This design comes from an exercise in tuning for small area, a short achievable clock period and few clock cycles per item on the open sky130 flow, not from production work.
Only simulation tests tie the RTL to the original design; equivalence was not proved.

==> wip/nickel <==
Design VITERBIDECODER, start of the top module:
module VITERBIDECODER (Reset, CLOCK, Active, Code, Ready, DecodeOut, DecodeValid);
export LEC_CHECK = 0
export CAP_MARGIN = 20
export CELL_PAD_IN_SITES_DETAIL_PLACEMENT = 1
export CELL_PAD_IN_SITES_GLOBAL_PLACEMENT = 1
export CORE_MARGIN = 2
export CORE_UTILIZATION = 40
export PLACE_DENSITY = 0.5
export SLEW_MARGIN = 20
export SYNTH_HIERARCHICAL = 1
create_clock -name core_clock -period 20.0 [get_ports {CLOCK}]
standard.sh (not shown) runs the stock make flow with config.mk's settings and CLKGATE_MAP_FILE= SYNTH_SCRIPT=/design/flow/synth_recipe.tcl, a recipe that flattens the netlist after the stock synthesis.
==> flow/flow/run.sh <==
#!/bin/bash
# Own layout flow: the standard flow (standard.sh: its floorplan, power
# grid and steps) with
#  - synthesis by synth_hand.tcl: the standard synthesis with the
#    add-compare-select module BFLY mapped by hand (bfly_cells.v),
#  - the resizer's setup repair aimed at a 14.5 ns margin on the 20 ns clock,
#    so that it keeps shortening paths that already meet the clock,
#  - the ports buffered with buf_4,
#  - clock tree synthesis with larger sink clusters and no dummy loads.
# Floorplan runs first without the margin (its pre-placement repair cannot
# use it). Each make run's whole output goes to its own log in the work
# folder; ORFS keeps each step's log under orfs/logs/.
set -euo pipefail
W=$(pwd)
sed "s#@FLOW@#$W/flow#g" flow/synth_hand.tcl > synth_hand.tcl
bash standard.sh "SYNTH_SCRIPT=$W/synth_hand.tcl" floorplan > flow_make_floorplan.log 2>&1
bash standard.sh "SYNTH_SCRIPT=$W/synth_hand.tcl" \
  SETUP_SLACK_MARGIN=14.5 \
  "BUFFER_PORTS_ARGS=-buffer_cell sky130_fd_sc_hd__buf_4" \
  "CTS_ARGS=-sink_clustering_enable -repair_clock_nets -dont_use_dummy_load -sink_clustering_size 25 -sink_clustering_max_diameter 80" \
  finish > flow_make_finish.log 2>&1
Other scripts of this flow, unchanged in this note and not shown: flow/flow/bfly_cells.v, flow/flow/synth_hand.tcl
==> wip/umber: changes against wip/nickel <==
--- a/flow/design.v
+++ b/flow/design.v
@@ -131,58 +131,43 @@
     begin
       RE[D*u+j] <= r0; RE[D*(u+128)+j] <= r1;
     end
   end
 end
 endgenerate
 wire [2*512-1:0] TR;
-reg [2*64-1:0] P1;
-reg [2*8-1:0] P2;
+reg [2*32-1:0] P1;
 genvar n;
 generate
 for (n = 0; n < 256; n = n + 1) begin : leaf
   assign TR[2*(256+n) +: 2] = {PM[W*n +: W] == {{(W-2){1'b0}}, Mu}, RE[D*n+D-1]};
 end
 for (n = 1; n < 256; n = n + 1) begin : nd
   wire [1:0] a, b;
-  if (n >= 32 && n < 64) begin : fromp1
-    assign a = P1[2*(2*n-64) +: 2];
-    assign b = P1[2*(2*n+1-64) +: 2];
-  end else if (n >= 4 && n < 8) begin : fromp2
-    assign a = P2[2*(2*n-8) +: 2];
-    assign b = P2[2*(2*n+1-8) +: 2];
+  if (n >= 16 && n < 32) begin : fromp1
+    assign a = P1[2*(2*n-32) +: 2];
+    assign b = P1[2*(2*n+1-32) +: 2];
   end else begin : fromwire
     assign a = TR[2*(2*n) +: 2];
     assign b = TR[2*(2*n+1) +: 2];
   end
   wire takeb = (n >= 64) ? b[1] : ~a[1];
   assign TR[2*n +: 2] = {a[1] | b[1], takeb ? b[0] : a[0]};
 end
 endgenerate
-always @(posedge CLOCK)
-begin
-  P1 <= TR[2*64 +: 2*64];
-  P2 <= TR[2*8 +: 2*8];
-end
-reg DecodeOut, DecodeValid, V1, V2, InvP1, InvP2;
-always @(posedge CLOCK)
-begin
-  InvP1 <= Inv; InvP2 <= InvP1;
-end
-always @(posedge CLOCK) DecodeOut <= TR[2] ^ ~InvP2;   
+always @(posedge CLOCK) P1 <= TR[2*32 +: 2*32];
+reg DecodeOut, DecodeValid, V1, InvP1;
+always @(posedge CLOCK) InvP1 <= Inv;
+always @(posedge CLOCK) DecodeOut <= TR[2] ^ ~InvP1;   
 always @(posedge CLOCK or negedge Reset)
 begin
-if (~Reset) begin
-  V1 <= 0; V2 <= 0;
+if (~Reset) V1 <= 0;
+else V1 <= OutR;
 end
-else begin
-  V1 <= OutR; V2 <= V1;
-end
-end
-always @(posedge CLOCK) DecodeValid <= V2;
+always @(posedge CLOCK) DecodeValid <= V1;
 endmodule
 module BFLY (p, q, Kz, Kt, G0, G1, FLIP, E1A, E1B, SA, SB, Hold, s0, s1, b0, b1, n0, n1);
 input [3:0] p, q;
 input Kz, Kt, G0, G1, FLIP, E1A, E1B, SA, SB, Hold;
 output s0, s1, b0, b1;
 output [3:0] n0, n1;
 wire c1 = p[0] | ~q[0];
==> flow/flow/run.sh (replaced) <==
#!/bin/bash
# Own layout flow: the standard flow (standard.sh: its floorplan, power
# grid and steps) with
#  - synthesis by synth_hand.tcl: the standard synthesis with the
#    add-compare-select module BFLY mapped by hand (bfly_cells.v),
#  - the resizer's setup repair aimed at a 14.4 ns margin on the 20 ns clock,
#    so that it keeps shortening paths that already meet the clock,
#  - the ports buffered with buf_4,
#  - clock tree synthesis with larger sink clusters and no dummy loads.
# Floorplan runs first without the margin (its pre-placement repair cannot
# use it). Each make run's whole output goes to its own log in the work
# folder; ORFS keeps each step's log under orfs/logs/.
set -euo pipefail
W=$(pwd)
sed "s#@FLOW@#$W/flow#g" flow/synth_hand.tcl > synth_hand.tcl
bash standard.sh "SYNTH_SCRIPT=$W/synth_hand.tcl" floorplan > flow_make_floorplan.log 2>&1
bash standard.sh "SYNTH_SCRIPT=$W/synth_hand.tcl" \
  SETUP_SLACK_MARGIN=14.4 \
  "BUFFER_PORTS_ARGS=-buffer_cell sky130_fd_sc_hd__buf_4" \
  "CTS_ARGS=-sink_clustering_enable -repair_clock_nets -dont_use_dummy_load -sink_clustering_size 25 -sink_clustering_max_diameter 80" \
  finish > flow_make_finish.log 2>&1
==> flow_summary_export.csv <==
group,metric,value,unit
status,outcome,"finished clean",
floorplan,die_w,847,um
critical_path,slowest_stage,"edfxtp_1",
finish,multi_input_area_share,39.5,%
critical_path,endpoint,"P1[80]",
finish,final_cell_mix,"a222oi_1, dfxtp_1, a22o_1",
finish,n_antenna_cell,174,
detailed_routing,first_iter_violations,83700,
finish,design.seq.count,7351,
timing,fmax,173,MHz
grt,use_met3,12.2,%
critical_path,path_cells,"nor4_2 > nor4_1 > nand4_1 > or3_1 > o41ai_4 > buf_4 > nand3_4 > buf_4 > nand2_1 > o211ai_1 > mux2i_2 > a221oi_1",
Source of the figures above: wip/nickel

==> flow_summary_export.csv <==
group,metric,value,unit
timing,fmax,161,MHz
grt,use_met3,15.2,%
floorplan,die_w,847,um
finish,multi_input_area_share,39.9,%
finish,design.seq.count,7270,
critical_path,slowest_stage,"mux2i_1",
detailed_routing,first_iter_violations,86200,
status,outcome,"finished clean",
job,cap_violations,0,
finish,n_antenna_cell,205,
finish,final_cell_mix,"a222oi_1, dfxtp_1, a22o_1",
Source of the figures above: wip/umber

Testbench counts of wip/nickel, summed over its fixed seeds: cycles 5,152, items 4,864.
Testbench counts of wip/umber, summed over its fixed seeds: cycles 5,144, items 4,864.

* * *

==> run P: inputs <==
==> flow/design.v <==
module VITERBIDECODER (Reset, CLOCK, Active, Code, Ready, DecodeOut, DecodeValid);
input Reset, CLOCK, Active;
input [1:0] Code;
output Ready;
output DecodeOut;
output DecodeValid;
localparam W = 4;
localparam D = 24;
assign Ready = 1'b1;
reg vR, OutR, First;
reg [5:0] Count;
reg [3:0] Z, O, T, ZC, OC, TC;
reg [7:0] RM;
wire Cmp = |Count[5:3];
always @(posedge CLOCK or negedge Reset)
begin
if (~Reset) begin
  vR <= 0; OutR <= 0; Count <= 0;
end
else begin
  vR <= Active;
  OutR <= Active & Count[5];   
  if (Active & ~Count[5]) Count <= Count + 1;
end
end
genvar e;
generate
for (e = 0; e < 4; e = e + 1) begin : bm
  wire [1:0] x = Code ^ e[1:0];
  always @(posedge CLOCK)
  begin
    Z[e] <= ~x[1] & ~x[0];
    O[e] <= x[1] ^ x[0];
    T[e] <= x[1] & x[0];
    ZC[e] <= Active & Cmp & ~x[1] & ~x[0];
    OC[e] <= Active & Cmp & (x[1] ^ x[0]);
    TC[e] <= Active & Cmp & x[1] & x[0];
  end
  always @(posedge CLOCK)
  begin
    RM[2*e] <= Count >= 8 - 2*e;
    RM[2*e+1] <= Count >= 7 - 2*e;
  end
end
endgenerate
always @(posedge CLOCK) First <= Count == 0;
reg [W*256-1:0] PM;
reg [D*256-1:0] RE;
reg Inv;
wire Hold = ~vR;
always @(posedge CLOCK) if (Hold) Inv <= ~Inv;
wire [255:0] ZF;
wire Dl = ~(|ZF) & ~First;
genvar t;
generate
for (t = 0; t < 256; t = t + 1) begin : zf
  localparam integer TZ = (t == 0) ? 8 : (t % 2) ? 0 : (t % 4) ? 1 : (t % 8) ? 2 :
                          (t % 16) ? 3 : (t % 32) ? 4 : (t % 64) ? 5 : (t % 128) ? 6 : 7;
  wire reach;
  if (TZ == 8) begin : s0
    assign reach = 1'b1;
  end else begin : sn
    assign reach = RM[TZ];
  end
  assign ZF[t] = reach & (PM[W*t +: W] == 0);
end
endgenerate
wire [3:0] AA [0:3];
wire [3:0] AB [0:3];
generate
for (e = 0; e < 4; e = e + 1) begin : bmd
  assign AA[e] = {2'b00, T[e], O[e]} - {3'b000, Dl};
  assign AB[e] = {2'b00, Z[e], O[e]} - {3'b000, Dl};
end
endgenerate
genvar u, j;
generate
for (u = 0; u < 128; u = u + 1) begin : bf
  localparam [8:0] R = {1'b0, u[6:0], 1'b0};
  localparam [1:0] E = {^(R & 9'b110101111), ^(R & 9'b100011101)};
  wire [W-1:0] p, q;
  if (u == 0) begin : u0
    assign p = First ? {W{1'b0}} : PM[0 +: W];
  end else begin : un
    assign p = PM[W*(2*u) +: W];
  end
  assign q = PM[W*(2*u+1) +: W];
  wire c1 = p[0] | ~q[0];
  wire c2 = p[1] & ~q[1] | (p[1] | ~q[1]) & c1;
  wire c3 = p[2] & ~q[2] | (p[2] | ~q[2]) & c2;
  wire c4 = p[3] & ~q[3] | (p[3] | ~q[3]) & c3;
  wire [4:1] x = {~c4, (p[3:1] ^ ~q[3:1]) ^ {c3, c2, c1}};
  wire ge_0 = ~x[4];                      
  wire ge_p2 = ~(x[4] ^ (x[3:1] == 0));   
  wire ge_m2 = ~(x[4] ^ (&x[3:1]));       
  wire s0 = ZC[E] & ge_p2 | OC[E] & ge_0 | TC[E] & ge_m2;
  wire s1 = ZC[E] & ge_m2 | OC[E] & ge_0 | TC[E] & ge_p2;
  wire [W-1:0] n0 = (s0 ? q : p) + (s0 ? AB[E] : AA[E]);
  wire [W-1:0] n1 = (s1 ? q : p) + (s1 ? AA[E] : AB[E]);
  always @(posedge CLOCK)
  if (vR) begin
    PM[W*u +: W] <= n0; PM[W*(u+128) +: W] <= n1;
  end
  wire b0 = ~(s0 | Hold), b1 = ~(s1 | Hold);
  for (j = 0; j < D; j = j + 1) begin : rb
    wire r0, r1;
    if (j == 0) begin : newbit
      SEL3N x0 (.c1(s0), .a(Inv), .c0(b0), .b(~Inv), .h(Hold), .q(RE[D*u]), .y(r0));
      SEL3N x1 (.c1(s1), .a(Inv), .c0(b1), .b(~Inv), .h(Hold), .q(RE[D*(u+128)]), .y(r1));
    end else begin : older
      SEL3N x0 (.c1(s0), .a(RE[D*(2*u+1)+j-1]), .c0(b0), .b(RE[D*(2*u)+j-1]), .h(Hold), .q(RE[D*u+j]), .y(r0));
      SEL3N x1 (.c1(s1), .a(RE[D*(2*u+1)+j-1]), .c0(b1), .b(RE[D*(2*u)+j-1]), .h(Hold), .q(RE[D*(u+128)+j]), .y(r1));
    end
    always @(posedge CLOCK)
    begin
      RE[D*u+j] <= r0; RE[D*(u+128)+j] <= r1;
    end
  end
end
endgenerate
wire [2*512-1:0] TR;
reg [2*32-1:0] P1;
genvar n;
generate
for (n = 0; n < 256; n = n + 1) begin : leaf
  assign TR[2*(256+n) +: 2] = {PM[W*n +: W] == {{(W-1){1'b0}}, Dl}, RE[D*n+D-1]};
end
for (n = 1; n < 256; n = n + 1) begin : nd
  wire [1:0] a, b;
  if (n >= 16 && n < 32) begin : fromp1
    assign a = P1[2*(2*n-32) +: 2];
    assign b = P1[2*(2*n+1-32) +: 2];
  end else begin : fromwire
    assign a = TR[2*(2*n) +: 2];
    assign b = TR[2*(2*n+1) +: 2];
  end
  wire takeb = (n >= 64) ? b[1] : ~a[1];
  assign TR[2*n +: 2] = {a[1] | b[1], takeb ? b[0] : a[0]};
end
endgenerate
always @(posedge CLOCK) P1 <= TR[2*32 +: 2*32];
reg DecodeOut, DecodeValid, V1, InvP1;
always @(posedge CLOCK) InvP1 <= Inv;
always @(posedge CLOCK) DecodeOut <= TR[2] ^ ~InvP1;   
always @(posedge CLOCK or negedge Reset)
begin
if (~Reset) begin
  V1 <= 0; DecodeValid <= 0;
end
else begin
  V1 <= OutR;
  DecodeValid <= V1;
end
end
endmodule
module SEL3N (c1, a, c0, b, h, q, y);
input c1, a, c0, b, h, q;
output y;
assign y = ~((c1 & a) | (c0 & b) | (h & q));
endmodule
==> flow/flow/run.sh <==
#!/bin/bash
# Own layout flow: the standard flow (standard.sh: unchanged synthesis,
# floorplan, power grid and steps), with
#  - the resizer's setup repair aimed at a 14.3 ns margin on the 20 ns clock,
#    so that it keeps shortening paths that already meet the clock,
#  - the ports buffered with buf_4,
#  - clock tree synthesis with larger sink clusters and no dummy loads.
# Floorplan runs first without the margin (its pre-placement repair cannot
# use it). Each make run's whole output goes to its own log in the work
# folder; ORFS keeps each step's log under orfs/logs/.
set -euo pipefail
bash standard.sh floorplan > flow_make_floorplan.log 2>&1
bash standard.sh \
  SETUP_SLACK_MARGIN=14.3 \
  "BUFFER_PORTS_ARGS=-buffer_cell sky130_fd_sc_hd__buf_4" \
  "CTS_ARGS=-sink_clustering_enable -repair_clock_nets -dont_use_dummy_load -sink_clustering_size 25 -sink_clustering_max_diameter 80" \
  finish > flow_make_finish.log 2>&1
==> flow/standard.sh <==
#!/bin/bash
# synth_recipe.tcl (not shown) runs the flow's synth.tcl, then flattens the netlist and writes it again
# the make line also repeats each setting of config.mk as NAME=value (left out here)
make -C /OpenROAD-flow-scripts/flow DESIGN_CONFIG=/design/flow/config.mk WORK_HOME=/design/flow/orfs CLKGATE_MAP_FILE= SYNTH_SCRIPT=/design/flow/synth_recipe.tcl "${@:-finish}"
==> flow/config.mk <==
export PLATFORM = sky130hd
export DESIGN_NAME = VITERBIDECODER
export DESIGN_NICKNAME = VITERBIDECODER
export VERILOG_FILES = /design/flow/design.v
export SDC_FILE = /design/flow/constraint.sdc
export NUM_CORES = 8
export LEC_CHECK = 0
export CAP_MARGIN = 20
export CORE_MARGIN = 2
export CORE_UTILIZATION = 40
export PLACE_DENSITY = 0.5
export SLEW_MARGIN = 20
export SYNTH_HIERARCHICAL = 1
==> flow/constraint.sdc <==
create_clock -name core_clock -period 20.0 [get_ports {CLOCK}]
set_input_delay 4.0000 -clock core_clock [delete_from_list [all_inputs] [get_ports {CLOCK}]]
set_output_delay 4.0000 -clock core_clock [all_outputs]
set_load 0.01 [all_outputs]
==> inputs of run D, as changes to run P <==
==> flow/design.v, changed modules only <==
module VITERBIDECODER (Reset, CLOCK, Active, Code, Ready, DecodeOut, DecodeValid);
input Reset, CLOCK, Active;
input [1:0] Code;
output Ready;
output DecodeOut;
output DecodeValid;
localparam W = 4;
localparam D = 24;
assign Ready = 1'b1;
reg vR, OutR, First;
reg [5:0] Count;
reg [3:0] Z, O, T, ZC, OC, TC;
reg [7:0] RM;
wire Cmp = |Count[5:3];
always @(posedge CLOCK or negedge Reset)
begin
if (~Reset) begin
  vR <= 0; OutR <= 0; Count <= 0;
end
else begin
  vR <= Active;
  OutR <= Active & Count[5];   
  if (Active & ~Count[5]) Count <= Count + 1;
end
end
genvar e;
generate
for (e = 0; e < 4; e = e + 1) begin : bm
  wire [1:0] x = Code ^ e[1:0];
  always @(posedge CLOCK)
  begin
    Z[e] <= ~x[1] & ~x[0];
    O[e] <= x[1] ^ x[0];
    T[e] <= x[1] & x[0];
    ZC[e] <= Active & Cmp & ~x[1] & ~x[0];
    OC[e] <= Active & Cmp & (x[1] ^ x[0]);
    TC[e] <= Active & Cmp & x[1] & x[0];
  end
  always @(posedge CLOCK)
  begin
    RM[2*e] <= Count >= 8 - 2*e;
    RM[2*e+1] <= Count >= 7 - 2*e;
  end
end
endgenerate
always @(posedge CLOCK) First <= Count == 0;
reg [W*256-1:0] PM;
reg [D*256-1:0] RE;
reg Inv;
wire Hold = ~vR;
always @(posedge CLOCK) if (Hold) Inv <= ~Inv;
wire [255:0] ZF, OF;
wire AnyZ = |ZF;
wire AnyO = |OF;
wire [1:0] Mu = AnyZ ? 2'd0 : AnyO ? 2'd1 : 2'd2;
reg [1:0] MR, DR;
reg vR1;
wire [1:0] Dn = First ? 2'd0 : vR1 ? MR - DR : MR;
always @(posedge CLOCK)
begin
  MR <= Mu; DR <= Dn; vR1 <= vR;
end
genvar t;
generate
for (t = 0; t < 256; t = t + 1) begin : zf
  localparam integer TZ = (t == 0) ? 8 : (t % 2) ? 0 : (t % 4) ? 1 : (t % 8) ? 2 :
                          (t % 16) ? 3 : (t % 32) ? 4 : (t % 64) ? 5 : (t % 128) ? 6 : 7;
  wire reach;
  if (TZ == 8) begin : s0
    assign reach = 1'b1;
  end else begin : sn
    assign reach = RM[TZ];
  end
  wire [W-1:0] v = PM[W*t +: W];
  if (t == 0) begin : first
    assign ZF[t] = First | (v == 0);
    assign OF[t] = ~First & (v == 1);
  end else begin : other
    assign ZF[t] = reach & (v == 0);
    assign OF[t] = reach & (v == 1);
  end
end
endgenerate
wire [3:0] FLIP, E1A, E1B, SA, SB, G0, G1;
generate
for (e = 0; e < 4; e = e + 1) begin : bmd
  wire [2:0] dA = {1'b0, T[e], O[e]};
  wire [2:0] dB = {1'b0, Z[e], O[e]};
  wire [2:0] eA = dA - {1'b0, Dn};
  wire [2:0] eB = dB - {1'b0, Dn};
  assign FLIP[e] = eA[0];
  assign E1A[e] = eA[1];
  assign E1B[e] = eB[1];
  assign SA[e] = eA[2];
  assign SB[e] = eB[2];
  assign G0[e] = OC[e] | TC[e];
  assign G1[e] = ZC[e] | OC[e];
end
endgenerate
genvar u, j;
generate
for (u = 0; u < 128; u = u + 1) begin : bf
  localparam [8:0] R = {1'b0, u[6:0], 1'b0};
  localparam [1:0] E = {^(R & 9'b110101111), ^(R & 9'b100011101)};
  wire [W-1:0] p, q;
  if (u == 0) begin : u0
    assign p = First ? {W{1'b0}} : PM[0 +: W];
  end else begin : un
    assign p = PM[W*(2*u) +: W];
  end
  assign q = PM[W*(2*u+1) +: W];
  wire s0, s1, b0, b1;
  wire [W-1:0] n0, n1;
  wire c1 = p[0] | ~q[0];
  wire c2 = p[1] & ~q[1] | (p[1] | ~q[1]) & c1;
  wire c3 = p[2] & ~q[2] | (p[2] | ~q[2]) & c2;
  wire c4 = p[3] & ~q[3] | (p[3] | ~q[3]) & c3;
  wire [3:1] x = (p[3:1] ^ ~q[3:1]) ^ {c3, c2, c1};
  wire tt = c4 & (|x);
  wire a3 = &x;
  assign s0 = ZC[E] & tt | G0[E] & c4 | TC[E] & a3;
  assign s1 = G1[E] & c4 | ZC[E] & a3 | TC[E] & tt;
  assign b0 = ~(s0 | Hold);
  assign b1 = ~(s1 | Hold);
  wire [3:0] m0 = s0 ? q : p;
  wire [3:0] m1 = s1 ? q : p;
  wire e0 = s0 ? E1B[E] : E1A[E], g0 = s0 ? SB[E] : SA[E];
  wire e1 = s1 ? E1A[E] : E1B[E], g1 = s1 ? SA[E] : SB[E];
  assign n0 = m0 + {g0, g0, e0, FLIP[E]};
  assign n1 = m1 + {g1, g1, e1, FLIP[E]};
  always @(posedge CLOCK)
  if (vR) begin
    PM[W*u +: W] <= n0; PM[W*(u+128) +: W] <= n1;
  end
  for (j = 0; j < D; j = j + 1) begin : rb
    wire r0, r1;
    if (j == 0) begin : newbit
      SEL3N x0 (.c1(s0), .a(Inv), .c0(b0), .b(~Inv), .h(Hold), .q(RE[D*u]), .y(r0));
      SEL3N x1 (.c1(s1), .a(Inv), .c0(b1), .b(~Inv), .h(Hold), .q(RE[D*(u+128)]), .y(r1));
    end else begin : older
      SEL3N x0 (.c1(s0), .a(RE[D*(2*u+1)+j-1]), .c0(b0), .b(RE[D*(2*u)+j-1]), .h(Hold), .q(RE[D*u+j]), .y(r0));
      SEL3N x1 (.c1(s1), .a(RE[D*(2*u+1)+j-1]), .c0(b1), .b(RE[D*(2*u)+j-1]), .h(Hold), .q(RE[D*(u+128)+j]), .y(r1));
    end
    always @(posedge CLOCK)
    begin
      RE[D*u+j] <= r0; RE[D*(u+128)+j] <= r1;
    end
  end
end
endgenerate
wire [2*512-1:0] TR;
reg [2*64-1:0] P1;
reg [2*8-1:0] P2;
genvar n;
generate
for (n = 0; n < 256; n = n + 1) begin : leaf
  assign TR[2*(256+n) +: 2] = {PM[W*n +: W] == {{(W-2){1'b0}}, Mu}, RE[D*n+D-1]};
end
for (n = 1; n < 256; n = n + 1) begin : nd
  wire [1:0] a, b;
  if (n >= 32 && n < 64) begin : fromp1
    assign a = P1[2*(2*n-64) +: 2];
    assign b = P1[2*(2*n+1-64) +: 2];
  end else if (n >= 4 && n < 8) begin : fromp2
    assign a = P2[2*(2*n-8) +: 2];
    assign b = P2[2*(2*n+1-8) +: 2];
  end else begin : fromwire
    assign a = TR[2*(2*n) +: 2];
    assign b = TR[2*(2*n+1) +: 2];
  end
  wire takeb = (n >= 64) ? b[1] : ~a[1];
  assign TR[2*n +: 2] = {a[1] | b[1], takeb ? b[0] : a[0]};
end
endgenerate
always @(posedge CLOCK)
begin
  P1 <= TR[2*64 +: 2*64];
  P2 <= TR[2*8 +: 2*8];
end
reg DecodeOut, DecodeValid, V1, V2, InvP1, InvP2;
always @(posedge CLOCK)
begin
  InvP1 <= Inv; InvP2 <= InvP1;
end
always @(posedge CLOCK) DecodeOut <= TR[2] ^ ~InvP2;   
always @(posedge CLOCK or negedge Reset)
begin
if (~Reset) begin
  V1 <= 0; V2 <= 0;
end
else begin
  V1 <= OutR; V2 <= V1;
end
end
always @(posedge CLOCK) DecodeValid <= V2;
endmodule
--- a/flow/flow/run.sh
+++ b/flow/flow/run.sh
@@ -1,5 +1,5 @@
 #!/bin/bash
-# Own layout flow: the standard flow (standard.sh: unchanged synthesis,
-# floorplan, power grid and steps), with
-#  - the resizer's setup repair aimed at a 14.3 ns margin on the 20 ns clock,
+# Own layout flow: the standard flow (standard.sh: its synthesis,
+# floorplan, power grid and steps, all unchanged) with
+#  - the resizer's setup repair aimed at a 14.5 ns margin on the 20 ns clock,
 #    so that it keeps shortening paths that already meet the clock,
@@ -13,3 +13,3 @@
 bash standard.sh \
-  SETUP_SLACK_MARGIN=14.3 \
+  SETUP_SLACK_MARGIN=14.5 \
   "BUFFER_PORTS_ARGS=-buffer_cell sky130_fd_sc_hd__buf_4" \
--- a/flow/config.mk
+++ b/flow/config.mk
@@ -7,3 +7,5 @@
 export LEC_CHECK = 0
-export CAP_MARGIN = 20
+export CAP_MARGIN = 35
+export CELL_PAD_IN_SITES_DETAIL_PLACEMENT = 1
+export CELL_PAD_IN_SITES_GLOBAL_PLACEMENT = 1
 export CORE_MARGIN = 2
@@ -11,3 +13,3 @@
 export PLACE_DENSITY = 0.5
-export SLEW_MARGIN = 20
+export SLEW_MARGIN = 35
 export SYNTH_HIERARCHICAL = 1
==> run summary <==
Of run P and run D, run D has the higher non-clock buffer count (gap 48). Of run D and run P, run D has the higher wire length (gap 9.9%, measured against run P). Against run D, the fmax of run P is smaller by 1.1%. Against run D, the sequential cell count of run P is lower by 86. Against run D, the clock skew of run P is higher by 0.026 ns. Of run D and run P, run D has the higher core utilization (gap 0.090 points). Of run D and run P, run D has the higher die area (gap 3.1%, measured against run P). In run P the global-route usage is lower than in run D, by 2.9 points.
==> figures <==
metric                                                                         run P           run D
Final core utilization                                                         44.9%           45.0%
DRC marker count from the first detailed-route iteration                      89,200          90,900
Outcome                                                     timing/DRC/antenna clean  timing/DRC/antenna clean
Total Die Area                                                           740,000 µm²     763,000 µm²
Share of final-layout standard cells stronger than drive strength 1            12.1%           10.7%
GR met3 Demand/Resource                                                        19.0%           31.0%
Setup crit end                                                        P1[39]$_DFF_P_  P1[91]$_DFF_P_
Post CTS Setup Buffer Count                                                       65              22
Sequential cell area                                                     156,000 µm²     158,000 µm²
Worst clock skew                                                            0.183 ns        0.157 ns
Share of the final layout cell area in multi-input gates                       40.6%           41.2%
Count of placed standard cells in the final layout, fillers left out          33,800          36,900
Placeable core area                                                      731,000 µm²     754,000 µm²
Critical-path cell with the highest stage delay                             nand3b_1          nor4_1
Vertical extent of the die                                                    860 µm          873 µm
Wire length of the first global-routing pass                                 2440 mm         2670 mm
Cell Area, Synth                                                         293,000 µm²     302,000 µm²
Fraction of met2 tracks used by global routing                                 67.4%           68.7%
Xor and xnor area share after synthesis                                        3.36%           2.25%
Global Route Usage Sum                                                         49.4%           52.3%
Vias in the first global route                                               236,000         262,000
Testbench counts of run P, summed over its fixed seeds: cycles 5,144, items 4,864.
Testbench counts of run D, summed over its fixed seeds: cycles 5,152, items 4,864.

separate check: timing with driven ports:
No port has a modelled driver above. Below, the same layouts with a new extraction and two added sets of constraints. Step 1 sets driving cells, clkbuf_16 on the clock port and buf_2 on the other inputs (assumed; they add their load-dependent delay and slew). Step 2 also shifts input and output timing later by t, the mid clock arrival at the registers, as if the neighbouring blocks saw the same clock. a / b / c = ideal ports / drivers / drivers and shift; a / b = the first two.
| run | shift t [ns] | setup slack, ns | slew at the worst register clock pin (ns) | cell pins on the clock port's net |
|---|---|---|---|---|
| wip/nickel | 1.304 | 14.205 / 14.205 / 14.205 | 0.11 / 0.11 | 1 |
| wip/umber | 1.305 | 13.802 / 13.802 / 13.802 | 0.11 / 0.11 | 1 |
| run P | 1.307 | 13.960 / 13.960 / 13.960 | 0.11 / 0.11 | 1 |
| run D | 1.292 | 14.028 / 14.028 / 14.028 | 0.11 / 0.11 | 1 |
After both steps setup and hold are still met in every run listed.
